Background: an optimization exercise with open tools, aiming at small area, a short achievable clock period and few clock cycles. Do not read the settings as production practice. RTL that was checked went through simulation tests only; none was proved equivalent to the original.

Design cordic, start of the top module:
module cordic(i_clk, i_rst, i_en, o_vld, o_cosine, o_sine, i_theta);
    input i_clk;
    input i_rst;
    input i_en;
    input signed [23:0] i_theta;
    output signed [23:0] o_cosine;
    output signed [23:0] o_sine;
    output o_vld;
    reg [29:0] vld;    
    assign o_vld = vld[29];
    always @(posedge i_clk)
        if (i_rst) vld <= 0;
        else vld <= {vld[28:0], i_en};
    wire signed [23:0] th;
    wire signed [18:0] phi0;
    wire sat0;
    wire sgn0;
    reg signed [18:0] phi0_q1;
    reg sat0_q1;
    reg sgn0_q1;
    wire n0;
    wire ltp0;
    wire ltn0;
    wire n1;
    wire signed [18:0] cs0;
    wire signed [18:0] ca0;
    wire signed [17:0] phi1;
    wire sat1;
    wire sgn1;
    reg signed [17:0] phi1_q2;
    reg sat1_q2;
    reg sgn1_q2;
    wire n2;
    wire ltp1;
    wire ltn1;
    wire n3;
    wire signed [17:0] cs1;
    wire signed [17:0] ca1;
    wire signed [16:0] phi2;
    wire sat2;
    wire sgn2;
    reg signed [16:0] phi2_q3;
    reg sat2_q3;
    reg sgn2_q3;
    wire n4;
    wire ltp2;
    wire ltn2;
    wire n5;
    wire signed [16:0] cs2;
    wire signed [16:0] ca2;
    wire signed [15:0] phi3;
    wire sat3;
    wire sgn3;
    reg signed [15:0] phi3_q4;
    reg sat3_q4;
    reg sgn3_q4;
    wire n6;
    wire ltp3;
    wire ltn3;
    wire n7;
    wire signed [15:0] cs3;
    wire signed [15:0] ca3;
    wire signed [14:0] phi4;
    wire sat4;
    wire sgn4;
    reg signed [14:0] phi4_q5;
    reg sat4_q5;
    reg sgn4_q5;
    wire n8;
    wire ltp4;
    wire ltn4;
    wire n9;
    wire signed [14:0] cs4;
    wire signed [14:0] ca4;
    wire signed [13:0] phi5;
    wire sat5;
    wire sgn5;
  ...
==> flow/config.mk <==
export PLATFORM = sky130hd
export DESIGN_NAME = cordic
export DESIGN_NICKNAME = cordic
export VERILOG_FILES = /design/flow/design.v
export SDC_FILE = /design/flow/constraint.sdc
export NUM_CORES = 4
export LEC_CHECK = 0
export CAP_MARGIN = 20
export CORE_MARGIN = 2
export CORE_UTILIZATION = 40
export CTS_BUF_LIST = sky130_fd_sc_hd__clkbuf_8
export CTS_CLUSTER_SIZE = 25
export SLEW_MARGIN = 20
export SYNTH_MEMORY_MAX_BITS = 16384
==> flow/constraint.sdc <==
create_clock -name core_clock -period 10.0 [get_ports {i_clk}]
set_input_delay 2.0000 -clock core_clock [delete_from_list [all_inputs] [get_ports {i_clk}]]
set_output_delay 2.0000 -clock core_clock [all_outputs]
set_load 0.01 [all_outputs]
standard.sh (not shown) runs the stock make flow with config.mk's settings and CLKGATE_MAP_FILE= SYNTH_SCRIPT=/design/flow/synth_recipe.tcl, a recipe that flattens the netlist after the stock synthesis.
==> flow/flow/run.sh <==
#!/bin/bash
# The standard layout (standard.sh), with timing repair aiming for extra setup slack.
set -euo pipefail
export SETUP_SLACK_MARGIN=6.6
bash standard.sh > standard.log 2>&1
Then changed:
CTS_BUF_LIST = sky130_fd_sc_hd__clkbuf_16   (was sky130_fd_sc_hd__clkbuf_8)
CTS_CLUSTER_DIAMETER = 100   (was unset)
Effect: Synthesized area stays the same. Synthesized cell count is unchanged. Routed wire length decreases slightly. Utilization is lower by 1.6 points. Clock-buffer cell count went down by 217. Maximum frequency goes down slightly.
No run of this note included a check of the RTL's function; only the layout flow was run.

* * *

Another version of the RTL of cordic (not shown whole).
For scale: about 8000 cells after synthesis, about 1400 flip-flops, ~76 I/O pins, ~0.075 sq mm of cells after synthesis.
Settings: LEC_CHECK=0, CAP_MARGIN=20, CORE_MARGIN=2, CORE_UTILIZATION=40, CTS_BUF_LIST=sky130_fd_sc_hd__clkbuf_16, CTS_CLUSTER_DIAMETER=100, CTS_CLUSTER_SIZE=25, SLEW_MARGIN=20, SYNTH_MEMORY_MAX_BITS=16384; clock period 10.0 ns.
==> flow/flow/run.sh <==
#!/bin/bash
# The standard layout (standard.sh), with timing repair aiming for extra setup slack.
set -euo pipefail
export SETUP_SLACK_MARGIN=6.8
bash standard.sh > standard.log 2>&1
Edit:
--- a/flow/flow/run.sh
+++ b/flow/flow/run.sh
@@ -3,3 +3,3 @@
 set -euo pipefail
-export SETUP_SLACK_MARGIN=6.8
+export SETUP_SLACK_MARGIN=6.6
 bash standard.sh > standard.log 2>&1
Effect: Worst setup slack improved by 6.1 ps; synthesized cell count stays the same; flip-flop and latch count is unchanged; cell area goes down by 1.3%; clock-buffer cell count goes up by 1; global-route usage goes down by 0.16 points; core utilization goes down by 0.56 points.
No functional check of the RTL was part of any run of this note.

* * *

== Q ==
Another version of the RTL of cordic (not shown whole).
For scale: about 8100 cells after synthesis, ~1400 flip-flops, roughly 76 I/O pins, ~0.075 mm2 of cells after synthesis.
## cordic
module cordic(i_clk, i_rst, i_en, o_vld, o_cosine, o_sine, i_theta);
==> flow/config.mk <==
export PLATFORM = sky130hd
export DESIGN_NAME = cordic
export DESIGN_NICKNAME = cordic
export VERILOG_FILES = /design/flow/design.v
export SDC_FILE = /design/flow/constraint.sdc
export NUM_CORES = 4
export LEC_CHECK = 0
export CAP_MARGIN = 20
export CORE_MARGIN = 2
export CORE_UTILIZATION = 40
export CTS_BUF_LIST = sky130_fd_sc_hd__clkbuf_16
export CTS_CLUSTER_DIAMETER = 100
export CTS_CLUSTER_SIZE = 25
export SLEW_MARGIN = 20
export SYNTH_MEMORY_MAX_BITS = 16384
==> flow/constraint.sdc <==
create_clock -name core_clock -period 10.0 [get_ports {i_clk}]
set_input_delay 2.0000 -clock core_clock [delete_from_list [all_inputs] [get_ports {i_clk}]]
set_output_delay 2.0000 -clock core_clock [all_outputs]
set_load 0.01 [all_outputs]
==> flow/flow/run.sh <==
#!/bin/bash
# The standard layout (standard.sh), with timing repair aiming for extra setup slack.
set -euo pipefail
export SETUP_SLACK_MARGIN=6.6
bash standard.sh > standard.log 2>&1
Q completed; timing, DRC and antenna clean
> inputs changed (Q -> R)
Settings: an added PLACE_DENSITY of 0.72; a change of CORE_UTILIZATION from 40 to 60.
Findings:
Of R and Q, R shows the lower wire length, with Q above it. R against Q: number of gates resized after CTS moved down; final setup slack of the worst path moved down; number of global-route vias before repair moved down. On minimum clock period, R does worse than Q.
No run of this note included a check of the RTL's function; only the layout flow was run.

* * *

Another version of the RTL of cordic (not shown whole).
For scale: ~7900 cells after synthesis, roughly 1400 flip-flops, about 74000 sq um of cells after synthesis.
export LEC_CHECK = 0
export CAP_MARGIN = 20
export CORE_MARGIN = 2
export CORE_UTILIZATION = 40
export CTS_BUF_LIST = sky130_fd_sc_hd__clkbuf_16
export CTS_CLUSTER_DIAMETER = 100
export CTS_CLUSTER_SIZE = 25
export SLEW_MARGIN = 20
export SYNTH_MEMORY_MAX_BITS = 16384
create_clock -name core_clock -period 10.0 [get_ports {i_clk}]
==> flow/flow/run.sh <==
#!/bin/bash
# The standard layout (standard.sh), with timing repair aiming for extra setup slack.
set -euo pipefail
export SETUP_SLACK_MARGIN=6.8
bash standard.sh > standard.log 2>&1
The baseline finished clean.
Testbench counts at the start, summed over its fixed seeds: cycles 8,432.
Rerun with:
--- a/flow/flow/run.sh
+++ b/flow/flow/run.sh
@@ -4 +4 @@
-export SETUP_SLACK_MARGIN=6.8
+export SETUP_SLACK_MARGIN=6.6
--- a/flow/config.mk
+++ b/flow/config.mk
@@ -10 +10 @@
-export CORE_UTILIZATION = 40
+export CORE_UTILIZATION = 60
@@ -13,0 +14 @@
+export PLACE_DENSITY = 0.72
=> The new run produced a clean layout. Core utilization rises by 20 points. Count of clock-buffer cells in the layout came out lower by 8. Worst hold slack stays flat. Routed wire length went down by 3.6%.
Rerun with:
--- a/flow/config.mk
+++ b/flow/config.mk
@@ -10 +10 @@
-export CORE_UTILIZATION = 60
+export CORE_UTILIZATION = 40
@@ -14 +13,0 @@
-export PLACE_DENSITY = 0.72
The changed run passed the timing, design-rule and antenna checks.
Worst hold slack is worse by 18 ps.
Final area came out higher by 1.9%.
Core utilization falls by 21 points.
Worst setup slack improves by 170 ps.
Die area came out higher by 49%.
Flip-flop and latch count does not change.
Count of clock-buffer cells in the layout rises by 10.
Routed wire length grows by 2.0%.
Fmax came out higher by 4.8%.
Cell count rises by 9.0%.
Synthesized area does not change.

* * *

== v20 ==
cordic, a different RTL version from the one above (not shown whole).
Size: roughly 9400 cells after synthesis, about 1400 flip-flops, ~76 I/O pins, about 0.085 mm² of cells after synthesis.
clock: 10.0 ns
lec_check: 0
cap_margin: 20
core_margin: 2
core_utilization: 40
slew_margin: 20
synth_memory_max_bits: 16384
run.sh (not shown) runs the stock make flow with config.mk's settings and CLKGATE_MAP_FILE= SYNTH_SCRIPT=/design/flow/synth_recipe.tcl, a recipe that flattens the netlist after the stock synthesis.
Stock flow here: none of the scripts above is used.
v20: done, clean on timing, DRC and antenna
Setup changes, v20 to v3
==> flow/flow/run.sh (new file) <==
#!/bin/bash
# Standard layout, with timing repair aiming for extra setup slack.
set -euo pipefail
export SETUP_SLACK_MARGIN=6.5
bash standard.sh > standard.log 2>&1
==> flow/standard.sh (new file) <==
#!/bin/bash
# synth_recipe.tcl (not shown) runs the flow's synth.tcl, then flattens the netlist and writes it again
# the make line also repeats each setting of config.mk as NAME=value (left out here)
make -C /OpenROAD-flow-scripts/flow DESIGN_CONFIG=/design/flow/config.mk WORK_HOME=/design/flow/orfs CLKGATE_MAP_FILE= SYNTH_SCRIPT=/design/flow/synth_recipe.tcl "${@:-finish}"
removed: flow/run.sh
## What came out
Comparing v3 and v20, pre-CTS setup slack is higher on v20.
Path type of the worst setup path = reg -> out: v3; path type of the worst setup path = reg -> reg: v20
For the area growth from synthesis to layout, v3 came in 1.4 points higher than v20 did.
Between v3 and v20, the post-route fraction of the period consumed by the critical path is higher for v20.
Inputs modified between v3 and v19:
--- a/flow/flow/run.sh
+++ b/flow/flow/run.sh
@@ -3,3 +3,3 @@
 set -euo pipefail
-export SETUP_SLACK_MARGIN=6.5
+export SETUP_SLACK_MARGIN=7.0
 bash standard.sh > standard.log 2>&1
Findings:
- v19 completed; timing, DRC and antenna clean
- Between v3 and v19, the flow reports routed wire length per instance increasing by a few percent.
- Maximum number of pins on one net before global-route repair of v19 falls short of that of v3 by a few percent.
- Global placement routability congestion in v19 is 0.74% higher than in v3
- The end-of-flow core utilization in v19 sits 2.5 points above the value recorded for v3.
- Sort v19 and v3 by pin slew with the least headroom to its limit, descending, and v3 comes first.
- v3 vs v19, kind of critical path: reg -> out vs reg -> reg
- Measured against each other, v19 and v3 differ in routed wire length, the lower figure coming from v3.
- Relative to v3, the highest attainable clock frequency measured on v19 has increased by a few percent.
Function was not checked in any run of this note: the RTL went through the layout flow alone.

-- what the ideal ports hide --
In the flow no input, the clock included, has a driving cell. The finished layouts below were timed again as built, in two steps.
Step 1 sets driving cells, clkbuf_16 on the clock port and buf_2 on the other inputs (assumed; they add their load-dependent delay and slew).
Step 2 moves the port delays by t, midway between the first and last clock arrival at a register: inputs arrive t later, outputs are due t later. That takes back most of the time a late clock gives input paths.
Three values: no drivers, after step 1, after step 2; two values: the first two.
| run | t (ns) | setup slack, ns | worst setup path after step 2 | clock arrival spread, ns | worst data-port slew with drivers (ns) |
|---|---|---|---|---|---|
| the first run of note 1 | 1.019 | 6.455 / 6.444 / 6.455 | register to register | 0.059 / 0.059 | 0.06 |
| the second run of note 1 | 0.800 | 6.422 / 6.422 / 6.422 | register to register | 0.055 / 0.056 | 0.06 |
| the first run of note 2 | 0.795 | 6.672 / 6.595 / 6.617 | input to register | 0.043 / 0.043 | 0.05 |
| the second run of note 2 | 0.777 | 6.678 / 6.599 / 6.650 | input to register | 0.050 / 0.050 | 0.03 |
| Q | 0.782 | 6.586 / 6.586 / 6.517 | input to register | 0.029 / 0.029 | 0.06 |
| R | 0.722 | 6.575 / 6.575 / 6.575 | register to register | 0.030 / 0.030 | 0.04 |
| the first run of note 4 | 0.781 | 6.441 / 6.441 / 6.441 | register to register | 0.054 / 0.054 | 0.06 |
| the second run of note 4 | 0.786 | 6.352 / 6.352 / 6.352 | register to register | 0.030 / 0.030 | 0.04 |
| the third run of note 4 | 0.774 | 6.519 / 6.519 / 6.519 | register to register | 0.050 / 0.049 | 0.05 |
| v20 | 0.871 | 6.105 / 6.048 / 6.105 | register to register | 0.047 / 0.047 | 0.04 |
| v3 | 0.874 | 6.510 / 6.427 / 6.563 | input to register | 0.050 / 0.050 | 0.05 |
| v19 | 0.883 | 6.631 / 6.583 / 6.603 | input to register | 0.060 / 0.060 | 0.04 |
After both steps every run listed still meets setup and hold. For Q, which loses most, drivers alone change the setup slack by 0.000 ns; drivers and shift together by -0.069 ns.
